What follows belongs to an exercise in optimizing a design on an open flow for small area and a short achievable clock period; a production flow would make more cautious choices. The RTL was checked by simulation tests, not by an equivalence proof against the original design. Power and IR drop assume default switching activity.

==> inputs of raven <==
// MIPS
module MIPS (
	input clk,     
	input rst,
	input [31:0] instr,
	input [31:0] read_mem_data,
	output [31:0] pc,
	output [31:0] data_mem_addr,
	output Mem_Write,
	output [31:0] write_mem_data
);
wire [5:0] op    = instr[31:26];
wire [4:0] rs    = instr[25:21];
wire [4:0] rt    = instr[20:16];
wire [4:0] rd    = instr[15:11];
wire [31:0] imm  = {{16{instr[15]}}, instr[15:0]};
wire is_r    = (op == 6'b000000);
wire is_addi = (op == 6'b001000);
wire is_lw   = (op == 6'b100011);
wire is_sw   = (op == 6'b101011);
wire is_beq  = (op == 6'b000100);
wire is_j    = (op == 6'b000010);
wire [31:0] RD1, RD2;
wire        we    = is_r | is_addi | is_lw;
wire [4:0]  waddr = is_r ? rd : rt;
wire [31:0] wdata;
register_file regs (
	.clk(clk), .rst(rst), .WE3(we), .A1(rs), .A2(rt), .A3(waddr),
	.RD1(RD1), .RD2(RD2), .WD3(wdata)
);
wire [16:0] lo_sum = {1'b0, RD1[15:0]} + {1'b0, instr[15:0]};
wire        c16    = lo_sum[16];
wire        sg     = instr[15];
wire [15:0] hi     = RD1[31:16];
reg  [15:0] hi_inc, hi_dec;
integer k;
always @(*)
	for (k = 0; k < 16; k = k + 1) begin
		hi_inc[k] = hi[k] ^ ((hi & ((16'd1 << k) - 16'd1)) == ((16'd1 << k) - 16'd1));
		hi_dec[k] = hi[k] ^ ((hi & ((16'd1 << k) - 16'd1)) == 16'd0);
	end
wire [31:0] addr_sum = {(c16 == sg) ? hi : (c16 ? hi_inc : hi_dec), lo_sum[15:0]};
  ...
==> module ALU, before the edit <==
module ALU (
	input  [31:0] A,
	input  [31:0] B,
	input  [5:0]  funct,
	output reg [31:0] C,
	output eq
);
wire        sub = funct[1];
wire [32:0] s   = {1'b0, A} + {1'b0, B ^ {32{sub}}} + {32'd0, sub};
wire        ltu = ~s[32];
assign eq = (A == B);
always @(*)
	case (funct)
	6'h20, 6'h22: C = s[31:0];
	6'h25:        C = A | B;
	6'h2a:        C = {31'd0, ltu};
	default:      C = A & B;
	endcase
endmodule
==> module register_file, before the edit <==
module register_file (
	input clk,
	input rst,
	input WE3,
	input  [4:0] A1,
	input  [4:0] A2,
	input  [4:0] A3,
	output [31:0] RD1,
	output [31:0] RD2,
	input  [31:0] WD3
);
reg [31:0] data [1:31];
reg [31:1] valid;
wire [31:1] wsel;
genvar i;
generate
	for (i = 1; i < 32; i = i + 1) begin : g
		assign wsel[i] = WE3 & (A3 == i);
		always @(posedge clk)
			data[i] <= (WD3 & {32{wsel[i]}}) | (data[i] & {32{~wsel[i]}});
	end
endgenerate
always @(posedge clk or posedge rst)
	if (rst) valid <= 31'd0;
	else     valid <= valid | wsel;
reg [31:0] r1, r2;
integer k;
always @(*) begin
	r1 = 32'd0;
	r2 = 32'd0;
	for (k = 1; k < 32; k = k + 1) begin
		r1 = r1 | (data[k] & {32{valid[k] & (A1 == k)}});
		r2 = r2 | (data[k] & {32{valid[k] & (A2 == k)}});
	end
end
assign RD1 = r1;
assign RD2 = r2;
endmodule
==> module MIPS, before the edit <==
module MIPS (
	input clk,     
	input rst,
	input [31:0] instr,
	input [31:0] read_mem_data,
	output [31:0] pc,
	output [31:0] data_mem_addr,
	output Mem_Write,
	output [31:0] write_mem_data
);
wire [5:0] op    = instr[31:26];
wire [4:0] rs    = instr[25:21];
wire [4:0] rt    = instr[20:16];
wire [4:0] rd    = instr[15:11];
wire [31:0] imm  = {{16{instr[15]}}, instr[15:0]};
wire is_r    = (op == 6'b000000);
wire is_addi = (op == 6'b001000);
wire is_lw   = (op == 6'b100011);
wire is_sw   = (op == 6'b101011);
wire is_beq  = (op == 6'b000100);
wire is_j    = (op == 6'b000010);
wire [31:0] RD1, RD2;
wire        we    = is_r | is_addi | is_lw;
wire [4:0]  waddr = is_r ? rd : rt;
wire [31:0] wdata;
register_file regs (
	.clk(clk), .rst(rst), .WE3(we), .A1(rs), .A2(rt), .A3(waddr),
	.RD1(RD1), .RD2(RD2), .WD3(wdata)
);
wire [16:0] lo_sum = {1'b0, RD1[15:0]} + {1'b0, instr[15:0]};
wire        c16    = lo_sum[16];
wire        sg     = instr[15];
wire [15:0] hi     = RD1[31:16];
reg  [15:0] hi_inc, hi_dec;
integer k;
always @(*)
	for (k = 0; k < 16; k = k + 1) begin
		hi_inc[k] = hi[k] ^ ((hi & ((16'd1 << k) - 16'd1)) == ((16'd1 << k) - 16'd1));
		hi_dec[k] = hi[k] ^ ((hi & ((16'd1 << k) - 16'd1)) == 16'd0);
	end
wire [31:0] addr_sum = {(c16 == sg) ? hi : (c16 ? hi_inc : hi_dec), lo_sum[15:0]};
wire [31:0] alu_out;
wire        eq;
ALU alu (.A(RD1), .B(RD2), .funct(instr[5:0]), .C(alu_out), .eq(eq));
assign wdata = is_lw ? read_mem_data : (is_r ? alu_out : addr_sum);
assign data_mem_addr  = addr_sum;
assign write_mem_data = RD2;
assign Mem_Write      = is_sw;
reg  [29:0] pcw;
wire [29:0] pc4w   = pcw + 30'd1;
wire [30:0] br_sum = {pcw, 1'b1} + {imm[29:0], 1'b1};
wire [29:0] brw    = br_sum[30:1];
wire [29:0] pc_next = is_j ? {pc4w[29:26], instr[25:0]} :
                      (is_beq & eq) ? brw : pc4w;
always @(posedge clk or posedge rst)
	if (rst) pcw <= 30'd0;
	else     pcw <= pc_next;
assign pc = {pcw, 2'b00};
endmodule
Settings: LEC_CHECK=0, CAP_MARGIN=20, CORE_MARGIN=2, CORE_UTILIZATION=40, CTS_BUF_LIST=sky130_fd_sc_hd__clkbuf_8, PLACE_DENSITY=0.45, SETUP_SLACK_MARGIN=3.5, SLEW_MARGIN=20, TNS_END_PERCENT=5; clock period 12.5 ns.
run.sh (not shown) runs the stock make flow with config.mk's settings and CLKGATE_MAP_FILE= SYNTH_SCRIPT=/design/flow/synth_recipe.tcl, a recipe that flattens the netlist after the stock synthesis.
==> yarrow (differences from raven) <==
--- a/flow/design.v
+++ b/flow/design.v
@@ -3,11 +3,12 @@
 	input  [31:0] B,
 	input  [5:0]  funct,
+	input         op_beq,
 	output reg [31:0] C,
 	output eq
 );
-wire        sub = funct[1];
+wire        sub = funct[1] | op_beq;
 wire [32:0] s   = {1'b0, A} + {1'b0, B ^ {32{sub}}} + {32'd0, sub};
 wire        ltu = ~s[32];
-assign eq = (A == B);
+assign eq = (s[31:0] == 32'd0);
 always @(*)
 	case (funct)
@@ -29,13 +30,15 @@
 	input  [31:0] WD3
 );
-reg [31:0] data [1:31];
-reg [31:1] valid;
+reg  [31:1] valid;
+wire [31:0] data [1:31];
 wire [31:1] wsel;
 genvar i;
 generate
 	for (i = 1; i < 32; i = i + 1) begin : g
+		reg [31:0] r;
 		assign wsel[i] = WE3 & (A3 == i);
 		always @(posedge clk)
-			data[i] <= (WD3 & {32{wsel[i]}}) | (data[i] & {32{~wsel[i]}});
+			if (wsel[i]) r <= WD3;
+		assign data[i] = r;
 	end
 endgenerate
@@ -43,16 +46,23 @@
 	if (rst) valid <= 31'd0;
 	else     valid <= valid | wsel;
-reg [31:0] r1, r2;
-integer k;
-always @(*) begin
-	r1 = 32'd0;
-	r2 = 32'd0;
-	for (k = 1; k < 32; k = k + 1) begin
-		r1 = r1 | (data[k] & {32{valid[k] & (A1 == k)}});
-		r2 = r2 | (data[k] & {32{valid[k] & (A2 == k)}});
+wire [31:1] sel1, sel2;
+generate
+	for (i = 1; i < 32; i = i + 1) begin : s
+		assign sel1[i] = valid[i] & (A1 == i);
+		assign sel2[i] = valid[i] & (A2 == i);
 	end
-end
-assign RD1 = r1;
-assign RD2 = r2;
+endgenerate
+genvar b;
+generate
+	for (b = 0; b < 32; b = b + 1) begin : rb
+		wire [31:1] t1, t2;
+		for (i = 1; i < 32; i = i + 1) begin : t
+			assign t1[i] = data[i][b] & sel1[i];
+			assign t2[i] = data[i][b] & sel2[i];
+		end
+		assign RD1[b] = |t1;
+		assign RD2[b] = |t2;
+	end
+endgenerate
 endmodule
 module MIPS (
@@ -85,19 +95,8 @@
 	.RD1(RD1), .RD2(RD2), .WD3(wdata)
 );
-wire [16:0] lo_sum = {1'b0, RD1[15:0]} + {1'b0, instr[15:0]};
-wire        c16    = lo_sum[16];
-wire        sg     = instr[15];
-wire [15:0] hi     = RD1[31:16];
-reg  [15:0] hi_inc, hi_dec;
-integer k;
-always @(*)
-	for (k = 0; k < 16; k = k + 1) begin
-		hi_inc[k] = hi[k] ^ ((hi & ((16'd1 << k) - 16'd1)) == ((16'd1 << k) - 16'd1));
-		hi_dec[k] = hi[k] ^ ((hi & ((16'd1 << k) - 16'd1)) == 16'd0);
-	end
-wire [31:0] addr_sum = {(c16 == sg) ? hi : (c16 ? hi_inc : hi_dec), lo_sum[15:0]};
+wire [31:0] addr_sum = RD1 + imm;
 wire [31:0] alu_out;
 wire        eq;
-ALU alu (.A(RD1), .B(RD2), .funct(instr[5:0]), .C(alu_out), .eq(eq));
+ALU alu (.A(RD1), .B(RD2), .funct(instr[5:0]), .op_beq(is_beq), .C(alu_out), .eq(eq));
 assign wdata = is_lw ? read_mem_data : (is_r ? alu_out : addr_sum);
 assign data_mem_addr  = addr_sum;
==> flow/flow/run.sh (new file) <==
#!/bin/bash
set -euo pipefail
here=$(pwd)
rm -rf "$here/scripts_abc"
cp -r "$FLOW_HOME/scripts" "$here/scripts_abc"
cp "$here/flow/abc_speed.script" "$here/scripts_abc/abc_speed.script"
bash standard.sh SCRIPTS_DIR="$here/scripts_abc" synth > "$here/synth_make.log" 2>&1
bash standard.sh "BUFFER_PORTS_ARGS=-buffer_cell sky130_fd_sc_hd__buf_2" finish > "$here/layout_make.log" 2>&1
==> flow/flow/abc_speed.script (new file) <==
strash
map -D 3500
topo
stime -c
buffer -c
upsize -c
dnsize -c
strash
&get -n
&nf -p -C 32
&put
upsize -c
dnsize -c
==> flow/standard.sh (new file) <==
#!/bin/bash
# synth_recipe.tcl (not shown) runs the flow's synth.tcl, then flattens the netlist and writes it again
# the make line also repeats each setting of config.mk as NAME=value (left out here)
make -C /OpenROAD-flow-scripts/flow DESIGN_CONFIG=/design/flow/config.mk WORK_HOME=/design/flow/orfs CLKGATE_MAP_FILE= SYNTH_SCRIPT=/design/flow/synth_recipe.tcl "${@:-finish}"
CORE_UTILIZATION = 60   (was 40)
CTS_BUF_LIST = sky130_fd_sc_hd__clkbuf_16   (was sky130_fd_sc_hd__clkbuf_8)
CTS_CLUSTER_DIAMETER = 80   (was default)
CTS_CLUSTER_SIZE = 24   (was default)
PLACE_DENSITY = 0.7   (was 0.45)
SETUP_SLACK_MARGIN = 3.6   (was 3.5)
removed: flow/run.sh
==> summary of the runs <==
- Of yarrow and raven, raven has the higher combinational power (gap about 10%, measured against raven).
- Between raven and yarrow, the lower worst setup slack is in raven (gap 0.53 ns).
- Against yarrow, the synthesized area of raven is lower by about 0.5%.
- Worst hold slack: raven is worse than yarrow (0.032 ns).
- Of yarrow and raven, raven has the higher cell area (gap 3.4%, measured against raven).
- yarrow finished clean. raven finished clean.
- In yarrow the clock power is lower than in raven, by about 36%.
- Of raven and yarrow, yarrow has the higher critical path depth (gap 5).
- Synthesized cell count: yarrow is higher than raven (about 0.7%).

[separate check: timing with driven ports]
No port has a modelled driver above. Below, the same layouts with a new extraction and two added sets of constraints.
Step 1, drivers: a clkbuf_16 drives clk and a buf_2 each remaining input, both assumed.
Step 2 times the ports against the registers' clock, not the clock port: input delays grow and output delays shrink by t, the midpoint of the rising clock arrivals with the driver on.
a / b / c = ideal / step 1 / step 2; a / b = the first two.
run	t, ns	setup slack, ns	hold slack, ns	latest minus earliest clock arrival (ns)	worst register clock-pin slew, ns
raven	0.996	3.016 / 2.907 / 2.263	0.473 / 0.473 / 0.473	0.065 / 0.066	0.07 / 0.07
yarrow	0.748	3.542 / 3.459 / 2.992	0.505 / 0.505 / 0.505	0.046 / 0.047	0.10 / 0.10
After both steps every run listed still meets setup and hold. For raven, which loses most, drivers alone change the setup slack by -0.109 ns; drivers and shift together by -0.753 ns.
